Context: an optimization exercise on an open-source flow, tuned for small area. The choices shown serve that exercise and are no tape-out recipe.
The RTL was checked by simulation tests, not by an equivalence proof against the original design.
The clock port is modelled as an ideal driver; clocking choices that lean on that would not hold on a real chip.
Power and IR drop assume default switching activity.

==> flow/design.v <==
module uart_rx
(
    input clock,
    input n_reset,
    input rx,
    output reg [2:0] rx_class,
    output wire rx_ready
);
localparam [3:0] S_IDLE = 4'd0, S_R1 = 4'd2, S_START = 4'd4, S_DONE = 4'd6, S_B0 = 4'd8, S_B1 = 4'd12, S_B2 = 4'd13, S_B3 = 4'd15, S_B4 = 4'd11, S_B5 = 4'd10, S_B6 = 4'd14, S_B7 = 4'd9, S_B8 = 4'd1, S_B9 = 4'd5, S_IR = 4'd7, S_SR = 4'd3;
reg rx_sync_1;
reg [3:0] st;
reg [7:0] baud_counter;
wire [7:0] bc_true = baud_counter ^ 8'd170;
wire idle = (st == S_IDLE) || (st == S_IR) || (st == S_R1);
wire tick = (baud_counter == (8'd92 ^ 8'd170));
assign rx_ready = (st == S_IR) || (st == S_SR);
always @(posedge clock or negedge n_reset)
begin
    if (!n_reset)
      begin
        rx_sync_1 <= 1;
        st <= S_IDLE;
      end
    else
      begin
        rx_sync_1 <= rx;
        case (st)
            S_IDLE, S_IR: st <= rx_sync_1 ? S_IDLE : S_START;
            S_R1: st <= rx_sync_1 ? S_IR : S_SR;
            S_SR: st <= S_START;
            S_START: if (tick) st <= rx_sync_1 ? S_IDLE : S_B0;
            S_B0: if (tick) st <= S_B1;
            S_B1: if (tick) st <= S_B2;
            S_B2: if (tick) st <= S_B3;
            S_B3: if (tick) st <= S_B4;
            S_B4: if (tick) st <= S_B5;
            S_B5: if (tick) st <= S_B6;
            S_B6: if (tick) st <= S_B7;
            S_B7: if (tick) st <= S_B8;
            S_B8: if (tick) st <= S_B9;
            S_B9: if (tick) st <= S_DONE;
            S_DONE: st <= S_R1;
            default: st <= S_IDLE;
        endcase
      end
end
always @(posedge clock)
begin
    if (idle)
        baud_counter <= 8'd75 ^ 8'd170;
    else if (tick)
        baud_counter <= 8'd125 ^ 8'd170;
    else
        baud_counter <= {bc_true[6:0], bc_true[7] ^ (bc_true[2] | bc_true[3])} ^ 8'd170;
end
wire b = rx_sync_1;
wire mis = ((st == S_B3 || st == S_B4 || st == S_B5 || st == S_B7) && b) || (st == S_B6 && (b != rx_class[2]));
always @(posedge clock)
begin
    if (tick)
      begin
        if (st == S_B0) rx_class[0] <= b;
        else if (mis) rx_class[0] <= 1'b1;
        if (st == S_B1) rx_class[1] <= b;
        if (st == S_B2) rx_class[2] <= b ^ (rx_class[1] | rx_class[0]);
        else if (mis) rx_class[2] <= 1'b0;
      end
end
endmodule
module uart_tx
(
    input clock,
    input n_reset,
    input send,
    input send_r,
    output reg tx,
    output wire tx_busy
);
localparam [3:0] T_IDLE = 4'd12, T_PEND = 4'd9, T_DONE = 4'd4, T_B0 = 4'd11, T_B1 = 4'd7, T_B2 = 4'd6, T_B3 = 4'd10, T_B4 = 4'd15, T_B5 = 4'd3, T_B6 = 4'd14, T_B7 = 4'd2, T_B8 = 4'd8, T_B9 = 4'd13, T_B10 = 4'd5;
reg [3:0] idx;
reg [7:0] baud_counter;
wire [7:0] bc_true = baud_counter ^ 8'd85;
reg is_r;
wire tick = (baud_counter == (8'd62 ^ 8'd85));
wire free = (idx == T_IDLE) || (idx == T_DONE);
assign tx_busy = !(idx == T_IDLE || idx == T_PEND);
always @(*)
    case (idx)
        T_B1, T_B5, T_B7, T_B9: tx = 1'b0;
        T_B2, T_B4: tx = !is_r;
        T_B3, T_B6: tx = is_r;
        default: tx = 1'b1;
    endcase
always @(posedge clock or negedge n_reset)
begin
    if (!n_reset)
        idx <= T_IDLE;
    else
        case (idx)
            T_IDLE, T_DONE: idx <= send ? T_PEND : T_IDLE;
            T_PEND: idx <= T_B0;
            T_B0: if (tick) idx <= T_B1;
            T_B1: if (tick) idx <= T_B2;
            T_B2: if (tick) idx <= T_B3;
            T_B3: if (tick) idx <= T_B4;
            T_B4: if (tick) idx <= T_B5;
            T_B5: if (tick) idx <= T_B6;
            T_B6: if (tick) idx <= T_B7;
            T_B7: if (tick) idx <= T_B8;
            T_B8: if (tick) idx <= T_B9;
            T_B9: if (tick) idx <= T_B10;
            T_B10: if (tick) idx <= T_DONE;
            default: idx <= T_IDLE;
        endcase
end
always @(posedge clock)
begin
    if (idx == T_PEND || tick)
        baud_counter <= 8'd238 ^ 8'd85;
    else
        baud_counter <= {bc_true[6:0], bc_true[7] ^ (bc_true[0] | bc_true[4])} ^ 8'd85;
end
always @(posedge clock)
begin
    if (free && send)
        is_r <= send_r;
end
endmodule
module out_trigger
(
    input clock,
    input n_reset,
    input new_pattern_in,
    input [1:0] pulse_rate,    
    output wire [5:0] led
);
reg [1:0] phase;
reg [18:0] cnt;
wire [18:0] ct = cnt ^ 19'd349525;
wire pulse = phase[1] && !phase[0];
wire done = (((cnt ^ 19'd349525) ^ 19'd378027) & 19'd524287) == 19'd0;
reg [18:0] seed;
always @(*)
    case (pulse_rate)
        2'b01: seed = 19'd374832;    
        2'b10: seed = 19'd310064;    
        2'b11: seed = 19'd383024;    
        default: seed = 19'd375602;  
    endcase
assign led = {5'b11111, !pulse};
always @(posedge clock or negedge n_reset)
begin
    if (!n_reset)
        phase <= 2'b00;
    else
      begin
        phase[0] <= !phase[1] && (phase[0] || new_pattern_in);
        phase[1] <= phase[0] || (phase[1] && !done);
      end
end
always @(posedge clock)
begin
    if (!pulse)
        cnt <= seed ^ 19'd349525;
    else
        cnt <= {ct[17:0], ct[18] ^ (ct[13] | ct[17])} ^ 19'd349525;
end
endmodule
module top #(parameter  BAUDRATE =  115200,
                        CLOCK_FREQ = 27000000)
(
    input sys_clk,           
    input sys_rst_n,         
    input rx,
    input button,
    output wire tx,
    output wire [5:0] led    
);
wire [2:0] rx_class;
wire rx_ready;
wire tx_busy;
reg button_prev;
reg [1:0] state;
uart_rx rx1 (.clock(sys_clk), .n_reset(sys_rst_n), .rx(rx), .rx_class(rx_class), .rx_ready(rx_ready));
uart_tx tx1 (.clock(sys_clk), .n_reset(sys_rst_n), .send(state[1]), .send_r(state[0]), .tx(tx), .tx_busy(tx_busy));
out_trigger outt1 (.clock(sys_clk), .n_reset(sys_rst_n), .new_pattern_in(state == 2'b11), .pulse_rate(rx_class[1:0]), .led(led));
always @(posedge sys_clk or negedge sys_rst_n)
begin
    if (!sys_rst_n)
      begin
        button_prev <= 0;
        state <= 2'b00;
      end
    else
      begin
        button_prev <= button;
        case (state)
            2'b00:
                if (rx_ready)
                    state <= {1'b0, rx_class != 3'b000};
                else if (button_prev && !button && !tx_busy)
                    state <= 2'b10;
            2'b01:
                state <= {rx_class[2], rx_class[2]};
            default:
                state <= 2'b00;
        endcase
      end
end
endmodule
export LEC_CHECK = 0
export CAP_MARGIN = 20
export CORE_MARGIN = 2
export CORE_UTILIZATION = 40
export SLEW_MARGIN = 20
create_clock -name core_clock -period 10.0 [get_ports {sys_clk}]
standard.sh (not shown) runs the stock make flow with config.mk's settings and CLKGATE_MAP_FILE= SYNTH_SCRIPT=/design/flow/synth_recipe.tcl, a recipe that flattens the netlist after the stock synthesis.
==> flow/flow/run.sh <==
#!/bin/bash
# ORFS layout with four changes from the standard one:
#  - synthesis is ORFS's own script, run unchanged except that abc maps with an
#    area-oriented script (abc_area_iter.script) in place of ORFS's delay-oriented one;
#    the flip-flops are mapped before abc, so they are the standard synthesis's;
#  - ports are buffered with the smallest buffer (buf_1);
#  - the constant outputs share one tie cell (SKIP_REPAIR_TIE_FANOUT) instead of one each;
#  - the clock is buffered by hand (pre_cts.tcl: a few clkbuf_8, each feeding a group of
#    nearby registers) in place of TritonCTS's H-tree with its dummy loads.
# Each tool's output goes to a log file in this folder (and ORFS's own logs under orfs/logs).
set -euo pipefail
here=$(pwd)

# a copy of ORFS's scripts whose synthesis takes the abc script from ABC_SCRIPT_OVERRIDE
rm -rf "$here/orfs_scripts"
cp -r "$FLOW_HOME/scripts" "$here/orfs_scripts"
python3 - "$here/orfs_scripts/synth_preamble.tcl" <<'PY'
import sys
f = sys.argv[1]
s = open(f).read()
old = "set abc_args [list -script $abc_script"
assert old in s
s = s.replace(old, "if { [info exists ::env(ABC_SCRIPT_OVERRIDE)] } { set abc_script $::env(ABC_SCRIPT_OVERRIDE) }\n" + old, 1)
open(f, "w").write(s)
PY
export ABC_SCRIPT_OVERRIDE="$here/flow/abc_area_iter.script"

# synthesis: the make call of standard.sh, with the scripts copy
sed -e "s#make -C \([^ ]*\) #make -C \1 SCRIPTS_DIR=$here/orfs_scripts #" standard.sh > "$here/synth_only.sh"
grep -q "SCRIPTS_DIR=$here/orfs_scripts" "$here/synth_only.sh"
bash "$here/synth_only.sh" synth > "$here/synth.log" 2>&1
unset ABC_SCRIPT_OVERRIDE

# the rest of the layout with the standard scripts
export SKIP_REPAIR_TIE_FANOUT=1
export BUFFER_PORTS_ARGS="-buffer_cell sky130_fd_sc_hd__buf_1"
export MANUAL_CLK_BUF=sky130_fd_sc_hd__clkbuf_8
export MANUAL_CLK_N=3
export PRE_CTS_TCL="$here/flow/pre_cts.tcl"
bash standard.sh > "$here/standard.log" 2>&1
Other scripts of this flow, unchanged in this note and not shown: flow/flow/abc_area_iter.script, flow/flow/pre_cts.tcl
==> next run, changes <==
--- a/flow/design.v
+++ b/flow/design.v
@@ -6,13 +6,13 @@
     output reg [2:0] rx_class,
     output wire rx_ready
 );
-localparam [3:0] S_IDLE = 4'd0, S_R1 = 4'd2, S_START = 4'd4, S_DONE = 4'd6, S_B0 = 4'd8, S_B1 = 4'd12, S_B2 = 4'd13, S_B3 = 4'd15, S_B4 = 4'd11, S_B5 = 4'd10, S_B6 = 4'd14, S_B7 = 4'd9, S_B8 = 4'd1, S_B9 = 4'd5, S_IR = 4'd7, S_SR = 4'd3;
+localparam [3:0] S_IDLE = 4'd12, S_R1 = 4'd14, S_START = 4'd8, S_DONE = 4'd11, S_B0 = 4'd4, S_B1 = 4'd0, S_B2 = 4'd5, S_B3 = 4'd3, S_B4 = 4'd7, S_B5 = 4'd6, S_B6 = 4'd1, S_B7 = 4'd2, S_B8 = 4'd13, S_B9 = 4'd9, S_IR = 4'd10, S_SR = 4'd15;
 reg rx_sync_1;
 reg [3:0] st;
 reg [7:0] baud_counter;
-wire [7:0] bc_true = baud_counter ^ 8'd170;
+wire [7:0] bc_true = baud_counter ^ 8'd85;
 wire idle = (st == S_IDLE) || (st == S_IR) || (st == S_R1);
-wire tick = (baud_counter == (8'd92 ^ 8'd170));
+wire tick = (baud_counter == (8'd233 ^ 8'd85));
 assign rx_ready = (st == S_IR) || (st == S_SR);
 always @(posedge clock or negedge n_reset)
 begin
@@ -47,11 +47,11 @@
 always @(posedge clock)
 begin
     if (idle)
-        baud_counter <= 8'd75 ^ 8'd170;
+        baud_counter <= 8'd157 ^ 8'd85;
     else if (tick)
-        baud_counter <= 8'd125 ^ 8'd170;
-    else
-        baud_counter <= {bc_true[6:0], bc_true[7] ^ (bc_true[2] | bc_true[3])} ^ 8'd170;
+        baud_counter <= 8'd158 ^ 8'd85;
+    else
+        baud_counter <= {bc_true[6:0], bc_true[7] ^ (bc_true[3] | bc_true[4])} ^ 8'd85;
 end
 wire b = rx_sync_1;
 wire mis = ((st == S_B3 || st == S_B4 || st == S_B5 || st == S_B7) && b) || (st == S_B6 && (b != rx_class[2]));
@@ -76,12 +76,12 @@
     output reg tx,
     output wire tx_busy
 );
-localparam [3:0] T_IDLE = 4'd12, T_PEND = 4'd9, T_DONE = 4'd4, T_B0 = 4'd11, T_B1 = 4'd7, T_B2 = 4'd6, T_B3 = 4'd10, T_B4 = 4'd15, T_B5 = 4'd3, T_B6 = 4'd14, T_B7 = 4'd2, T_B8 = 4'd8, T_B9 = 4'd13, T_B10 = 4'd5;
+localparam [3:0] T_IDLE = 4'd15, T_PEND = 4'd14, T_DONE = 4'd11, T_B0 = 4'd0, T_B1 = 4'd13, T_B2 = 4'd9, T_B3 = 4'd5, T_B4 = 4'd4, T_B5 = 4'd12, T_B6 = 4'd6, T_B7 = 4'd8, T_B8 = 4'd7, T_B9 = 4'd2, T_B10 = 4'd10;
 reg [3:0] idx;
 reg [7:0] baud_counter;
 wire [7:0] bc_true = baud_counter ^ 8'd85;
 reg is_r;
-wire tick = (baud_counter == (8'd62 ^ 8'd85));
+wire tick = (baud_counter == (8'd171 ^ 8'd85));
 wire free = (idx == T_IDLE) || (idx == T_DONE);
 assign tx_busy = !(idx == T_IDLE || idx == T_PEND);
 always @(*)
@@ -116,9 +116,9 @@
 always @(posedge clock)
 begin
     if (idx == T_PEND || tick)
-        baud_counter <= 8'd238 ^ 8'd85;
-    else
-        baud_counter <= {bc_true[6:0], bc_true[7] ^ (bc_true[0] | bc_true[4])} ^ 8'd85;
+        baud_counter <= 8'd104 ^ 8'd85;
+    else
+        baud_counter <= {bc_true[6:0], bc_true[7] ^ (bc_true[3] | bc_true[4])} ^ 8'd85;
 end
 always @(posedge clock)
 begin
@@ -138,14 +138,14 @@
 reg [18:0] cnt;
 wire [18:0] ct = cnt ^ 19'd349525;
 wire pulse = phase[1] && !phase[0];
-wire done = (((cnt ^ 19'd349525) ^ 19'd378027) & 19'd524287) == 19'd0;
+wire done = (((cnt ^ 19'd349525) ^ 19'd175916) & 19'd245747) == 19'd0;
 reg [18:0] seed;
 always @(*)
     case (pulse_rate)
-        2'b01: seed = 19'd374832;    
-        2'b10: seed = 19'd310064;    
-        2'b11: seed = 19'd383024;    
-        default: seed = 19'd375602;  
+        2'b01: seed = 19'd49511;    
+        2'b10: seed = 19'd311782;    
+        2'b11: seed = 19'd49975;    
+        default: seed = 19'd313702;  
     endcase
 assign led = {5'b11111, !pulse};
 always @(posedge clock or negedge n_reset)
Outcome:
- power falls by 29%
- worst hold slack loses 0.013 ns
- flip-flop and latch count does not change
- via count fell by 1.2%
- routed wire length climbs by 3.1%
- clock power is about the same
- register-to-register slack got worse by 0.17 ns
- die area rises by 2.2%
- fmax grows by 0.46%
- cell area rises by 2.3%
- setup slack gains 0.018 ns

* * *

top, a different RTL version from the one above (not shown whole).
Size in the first run: about 11 I/O pins.
==> module uart_rx, before the edit <==
module uart_rx
(
    input clock,
    input n_reset,
    input rx,
    output reg [2:0] rx_class,
    output wire rx_ready
);
localparam [3:0] S_IDLE = 4'd12, S_RDY = 4'd14, S_START = 4'd8, S_DONE = 4'd11, S_B0 = 4'd4, S_B1 = 4'd3, S_B2 = 4'd7, S_B3 = 4'd9, S_B4 = 4'd6, S_B5 = 4'd5, S_B6 = 4'd1, S_B7 = 4'd2, S_B8 = 4'd13, S_B9 = 4'd0;
reg rx_sync_1;
reg rx_sync_2;
reg [3:0] st;
reg [7:0] baud_counter;
wire [7:0] bc_true = baud_counter ^ 8'd85;
wire idle = (st == S_IDLE) || (st == S_RDY);
wire tick = (baud_counter == (8'd233 ^ 8'd85));
assign rx_ready = (st == S_RDY);
always @(posedge clock or negedge n_reset)
begin
    if (!n_reset)
      begin
        rx_sync_1 <= 1;
        rx_sync_2 <= 1;
        st <= S_IDLE;
      end
    else
      begin
        rx_sync_1 <= rx;
        rx_sync_2 <= rx_sync_1;
        case (st)
            S_IDLE, S_RDY: st <= rx_sync_2 ? S_IDLE : S_START;
            S_START: if (tick) st <= rx_sync_2 ? S_IDLE : S_B0;
            S_B0: if (tick) st <= S_B1;
            S_B1: if (tick) st <= S_B2;
            S_B2: if (tick) st <= S_B3;
            S_B3: if (tick) st <= S_B4;
            S_B4: if (tick) st <= S_B5;
            S_B5: if (tick) st <= S_B6;
            S_B6: if (tick) st <= S_B7;
            S_B7: if (tick) st <= S_B8;
            S_B8: if (tick) st <= S_B9;
            S_B9: if (tick) st <= S_DONE;
            S_DONE: st <= S_RDY;
            default: st <= S_IDLE;
        endcase
      end
end
always @(posedge clock)
begin
    if (idle)
        baud_counter <= 8'd157 ^ 8'd85;
    else if (tick)
        baud_counter <= 8'd158 ^ 8'd85;
    else
        baud_counter <= {bc_true[6:0], bc_true[7] ^ (bc_true[3] | bc_true[4])} ^ 8'd85;
end
wire b = rx_sync_2;
wire mis = ((st == S_B3 || st == S_B4 || st == S_B5 || st == S_B7) && b) || (st == S_B6 && (b != rx_class[2]));
always @(posedge clock)
begin
    if (tick)
      begin
        if (st == S_B0) rx_class[0] <= b;
        else if (mis) rx_class[0] <= 1'b1;
        if (st == S_B1) rx_class[1] <= b;
        if (st == S_B2) rx_class[2] <= b ^ (rx_class[1] | rx_class[0]);
        else if (mis) rx_class[2] <= 1'b0;
      end
end
endmodule
==> module out_trigger, before the edit <==
module out_trigger
(
    input clock,
    input n_reset,
    input new_pattern_in,
    input [1:0] pulse_rate,    
    output wire [5:0] led
);
reg [1:0] phase;
reg [18:0] cnt;
wire [18:0] ct = cnt ^ 19'd349525;
wire pulse = phase[1] && !phase[0];
wire done = (((cnt ^ 19'd349525) ^ 19'd175916) & 19'd245747) == 19'd0;
reg [18:0] seed;
always @(*)
    case (pulse_rate)
        2'b01: seed = 19'd49511;    
        2'b10: seed = 19'd311782;    
        2'b11: seed = 19'd49975;    
        default: seed = 19'd313702;  
    endcase
assign led = {5'b11111, !pulse};
always @(posedge clock or negedge n_reset)
begin
    if (!n_reset)
        phase <= 2'b00;
    else
      begin
        phase[0] <= !phase[1] && (phase[0] || new_pattern_in);
        phase[1] <= phase[0] || (phase[1] && !done);
      end
end
always @(posedge clock)
begin
    if (!pulse)
        cnt <= seed ^ 19'd349525;
    else
        cnt <= {ct[17:0], ct[18] ^ (ct[13] | ct[17])} ^ 19'd349525;
end
endmodule
export LEC_CHECK = 0
export CAP_MARGIN = 20
export CORE_MARGIN = 2
export CORE_UTILIZATION = 40
export SLEW_MARGIN = 20
create_clock -name core_clock -period 10.0 [get_ports {sys_clk}]
==> flow/flow/abc_area_iter.script <==
&get -n
&st
&syn3
&dc2
&dch -f
&nf -R 1000 -p
&st
&syn3
&dc2
&dch -f
&nf -R 1000 -p
&st
&syn3
&dc2
&dch -f
&nf -R 1000 -p
&st
&dch -f
&nf -R 1000 -p
&put
topo
dnsize -c
==> flow/flow/pre_cts.tcl <==
# clock buffers between the clock port and the register clock pins: the registers are split
# into MANUAL_CLK_N groups by position, each group fed by one buffer at its centre
set block [ord::get_db_block]
set clk_net [$block findNet sys_clk]
set dbu [[ord::get_db_tech] getDbUnitsPerMicron]
set sinks {}
foreach it [$clk_net getITerms] {
  set bb [[$it getInst] getBBox]
  lappend sinks [list [expr {([$bb xMin] + [$bb xMax]) / 2.0 / $dbu}] [expr {([$bb yMin] + [$bb yMax]) / 2.0 / $dbu}] [$it getInst]]
}
set ngroups $::env(MANUAL_CLK_N)
# split along the wider side
set xs [lmap s $sinks {lindex $s 0}]
set ys [lmap s $sinks {lindex $s 1}]
set xr [expr {[tcl::mathfunc::max {*}$xs] - [tcl::mathfunc::min {*}$xs]}]
set yr [expr {[tcl::mathfunc::max {*}$ys] - [tcl::mathfunc::min {*}$ys]}]
set key [expr {$xr >= $yr ? 0 : 1}]
set sinks [lsort -real -index $key $sinks]
set n [llength $sinks]
for {set g 0} {$g < $ngroups} {incr g} {
  set lo [expr {$g * $n / $ngroups}]
  set hi [expr {($g + 1) * $n / $ngroups - 1}]
  set grp [lrange $sinks $lo $hi]
  set sx 0; set sy 0; set pins {}
  foreach s $grp {
    set sx [expr {$sx + [lindex $s 0]}]
    set sy [expr {$sy + [lindex $s 1]}]
    lappend pins [get_pins [[lindex $s 2] getName]/CLK]
  }
  set x [expr {$sx / [llength $grp]}]
  set y [expr {$sy / [llength $grp]}]
  puts "clock buffer $g for [llength $grp] registers at $x $y"
  insert_buffer -buffer_cell $::env(MANUAL_CLK_BUF) -net sys_clk -load_pins $pins -location [list $x $y] -buffer_name clkbuf_$g -net_name clknet_$g
}
global_connect
detailed_placement
Scripts as last shown in full above: flow/flow/run.sh
The baseline completed without violations.
Next try:
--- a/flow/design.v
+++ b/flow/design.v
@@ -7,5 +7,5 @@
     output wire rx_ready
 );
-localparam [3:0] S_IDLE = 4'd12, S_RDY = 4'd14, S_START = 4'd8, S_DONE = 4'd11, S_B0 = 4'd4, S_B1 = 4'd3, S_B2 = 4'd7, S_B3 = 4'd9, S_B4 = 4'd6, S_B5 = 4'd5, S_B6 = 4'd1, S_B7 = 4'd2, S_B8 = 4'd13, S_B9 = 4'd0;
+localparam [3:0] S_IDLE = 4'd12, S_RDY = 4'd14, S_START = 4'd8, S_DONE = 4'd11, S_B0 = 4'd4, S_B1 = 4'd3, S_B2 = 4'd7, S_B3 = 4'd0, S_B4 = 4'd6, S_B5 = 4'd5, S_B6 = 4'd1, S_B7 = 4'd2, S_B8 = 4'd13, S_B9 = 4'd9;
 reg rx_sync_1;
 reg rx_sync_2;
@@ -140,5 +140,5 @@
 wire [18:0] ct = cnt ^ 19'd349525;
 wire pulse = phase[1] && !phase[0];
-wire done = (((cnt ^ 19'd349525) ^ 19'd175916) & 19'd245747) == 19'd0;
+wire done = (cnt == (19'd175916 ^ 19'd349525));
 reg [18:0] seed;
 always @(*)
=>
- register-to-register slack loses 0.05 ns
- combinational power climbs by a few percent
- setup slack gains 0.0031 ns
- synthesized area barely changes
- synthesized cell count drops slightly
- total power barely changes

-- afterwards: timing with drivers on the ports --
The flow's constraints put no driver on any port. The routed layouts listed below were extracted and timed again, unchanged, in two steps.
Step 1, drivers: a clkbuf_16 drives sys_clk and a buf_2 each remaining input, both assumed.
Step 2 times the ports against the registers' clock, not the clock port: input delays grow and output delays shrink by t, the midpoint of the rising clock arrivals with the driver on.
Three values: ideal, step 1, step 2; two values: the first two.
| run | t (ns) | setup WS [ns] | cell pins on the clock port's net |
|---|---|---|---|
| the first run of note 1 | 0.203 | 6.155 / 6.109 / 6.312 | 3 |
| the second run of note 1 | 0.199 | 6.173 / 6.131 / 6.329 | 3 |
| the first run of note 2 | 0.198 | 6.135 / 6.093 / 6.291 | 3 |
| the second run of note 2 | 0.201 | 6.138 / 6.095 / 6.296 | 3 |
After both steps setup and hold are still met in every run listed.
